This design comes from an exercise in tuning for small area and a short achievable clock period on the open sky130 flow, not from production work.
Function was checked by simulation only, so behaviour that the tests miss may differ from the original.
Power and IR drop assume default switching activity.

## try-yarrow
## CPU
module CPU
(
    input  logic        reset,
    input  logic        clk,
    output logic [31:0] pc,         
    input  logic [31:0] instr,      
    output logic [31:0] writedata,  
    output logic [31:0] aluout,     
    output logic        memwrite,   
    input  logic [31:0] readdata    
);
Size: roughly 5600 cells after synthesis, ~0.068 mm2 of cells after synthesis.
export LEC_CHECK = 0
export CAP_MARGIN = 20
export CORE_MARGIN = 2
export CORE_UTILIZATION = 50
export CTS_CLUSTER_DIAMETER = 100
export CTS_CLUSTER_SIZE = 20
export PLACE_DENSITY = 0.6
export SLEW_MARGIN = 20
create_clock -name core_clock -period 14.0 [get_ports {clk}]
standard.sh (not shown) runs the stock make flow with config.mk's settings and CLKGATE_MAP_FILE= SYNTH_SCRIPT=/design/flow/synth_recipe.tcl, a recipe that flattens the netlist after the stock synthesis.
==> flow/flow/run.sh <==
#!/bin/bash
# Standard ORFS layout (the standard.sh: standard synthesis, floorplan,
# placement, CTS, routing) with the resizer's setup repair aimed at a
# larger slack margin, so that it sizes the critical paths for speed, and
# the ports buffered with buf_2 cells.  The clock period and constraints
# are the standard flow's own.
set -euo pipefail
bash standard.sh SETUP_SLACK_MARGIN=9.7 BUFFER_PORTS_ARGS="-buffer_cell sky130_fd_sc_hd__buf_2" finish > standard.log 2>&1
Here is what was changed in the inputs of try-indigo compared with try-yarrow.
Settings: a change of CORE_UTILIZATION from 50 to 40.
==> flow/flow/run.sh <==
#!/bin/bash
# Standard ORFS layout (the standard.sh: standard synthesis, floorplan,
# placement, CTS, routing) with the resizer's setup repair aimed at a
# larger slack margin, so that it sizes the critical paths for speed.
# The clock period and constraints are the standard flow's own.
set -euo pipefail
bash standard.sh SETUP_SLACK_MARGIN=10 finish > standard.log 2>&1
==> run summary <==
Final critical-path setup slack, try-yarrow and try-indigo: higher on try-indigo. Taking try-yarrow as the reference, in try-indigo minimum clock period after layout decreased by 0.15 ns relative to the old numbers, count of buffer and inverter cells on the critical path decreased by 1 relative to the old numbers, number of ordinary inverters in the final layout increased by 15 relative to the old numbers. Looking at try-yarrow and try-indigo, the slew at the pin closest to its max-slew limit is a wash. Number of register bits inferred by synthesis: try-indigo vs try-yarrow identical. Sort try-yarrow and try-indigo by overall die height asc -> top: try-yarrow. try-yarrow -> try-indigo: buffer count excluding the clock tree in the final layout increased by more than 10%. A slowest stage cell on the critical path of sky130_fd_sc_hd__a222oi_1 is what try-yarrow shows, while sky130_fd_sc_hd__nor2_1 belongs to try-indigo. Comparing the two runs side by side, try-indigo comes out ahead of try-yarrow on worst hold slack.
The inputs of try-umber differ from those of try-indigo as listed below.
Settings: changing PLACE_DENSITY from 0.6 to 0.65; changing CORE_UTILIZATION from 40 to 45.
==> flow/flow/run.sh <==
#!/bin/bash
# Standard ORFS layout (the standard.sh: standard synthesis, floorplan,
# placement, CTS, routing) with the resizer's setup repair aimed at a
# larger slack margin, so that it sizes the critical paths for speed, and
# the ports buffered with buf_2 cells.  The clock period and constraints
# are the standard flow's own.
set -euo pipefail
bash standard.sh SETUP_SLACK_MARGIN=10 BUFFER_PORTS_ARGS="-buffer_cell sky130_fd_sc_hd__buf_2" finish > standard.log 2>&1
==> comparison <==
For the layout overhead on the synthesized area, try-umber came in 1.6 points lower than try-indigo did.
Diff try-indigo -> try-umber | CTS buffer count | down slightly
Compared with try-indigo, in try-umber power consumption was more or less identical; setup slack went up by 0.071 ns.
pcF[11] as the end of the critical path was reported by try-umber, and pcF[3] by try-indigo.
Changes observed in try-umber relative to try-indigo: post-cts repair resize count went down by 304, post-route cell area went down by about 1.4%.
Count of buffering cells on the critical path with inverters included: try-indigo vs try-umber identical
The following lists how try-tundra was set up differently from try-umber:
Settings: changing PLACE_DENSITY from 0.65 to 0.7.
- Worst-case setup margin in the final layout was higher in try-umber than in try-tundra.
- Delta (try-tundra minus try-umber): aggregate routed wire length lost about 1.7%, signed area change from the synthesized netlist to the final layout lost 0.84 points, final design instance area without fill lost 570 um2, footprint of the flip-flops and latches neither gained nor lost much.
- Taking try-tundra over try-umber, the maximum vdd drop ratio works out to 0.78.
- Sequential share of cell area, try-tundra and try-umber: smaller value in try-umber
- Sort try-tundra and try-umber by power, descending, and try-umber comes first.
Input changes introduced in try-onyx (baseline for comparison: try-tundra):
Settings: PLACE_DENSITY changed from 0.7 to 0.65; CORE_UTILIZATION changed from 45 to 50.
## What came out
- From try-tundra to try-onyx the numbers moved as follows: combinational group share of total power now larger, routed wire length increased by 1.4% relative to the old numbers, worst hold margin level, share of cells above drive strength 1 rose by 0.66 points, number of buffer and inverter instances along the worst setup path now sits lower.

## port drivers added, routing unchanged
The flow's constraints put no driver on any port. The routed layouts listed below were extracted and timed again, unchanged, in two steps.
Step 1: set_driving_cell puts a clkbuf_16 on clk and a buf_2 on each other input, an assumption about the parent block.
Step 2 also shifts input and output timing later by t, the mid clock arrival at the registers, as if the neighbouring blocks saw the same clock.
a / b / c = ideal / step 1 / step 2; a / b = the first two.
run | shift t [ns] | setup WS [ns] | worst setup path at the end | clock arrival spread, ns | slew at the worst register clock pin (ns)
try-yarrow | 0.823 | 9.305 / 9.305 / 8.960 | input to register | 0.043 / 0.043 | 0.10 / 0.10
try-indigo | 0.853 | 9.455 / 9.455 / 8.729 | input to register | 0.068 / 0.069 | 0.10 / 0.10
try-umber | 0.845 | 9.526 / 9.526 / 9.377 | input to register | 0.041 / 0.041 | 0.10 / 0.10
try-tundra | 0.837 | 9.466 / 9.466 / 9.168 | input to register | 0.052 / 0.053 | 0.10 / 0.10
try-onyx | 0.835 | 9.365 / 9.365 / 9.227 | input to register | 0.058 / 0.058 | 0.10 / 0.10
After both steps setup and hold are still met in every run listed. For try-indigo, which loses most, drivers alone change the setup slack by 0.000 ns; drivers and shift together by -0.726 ns.
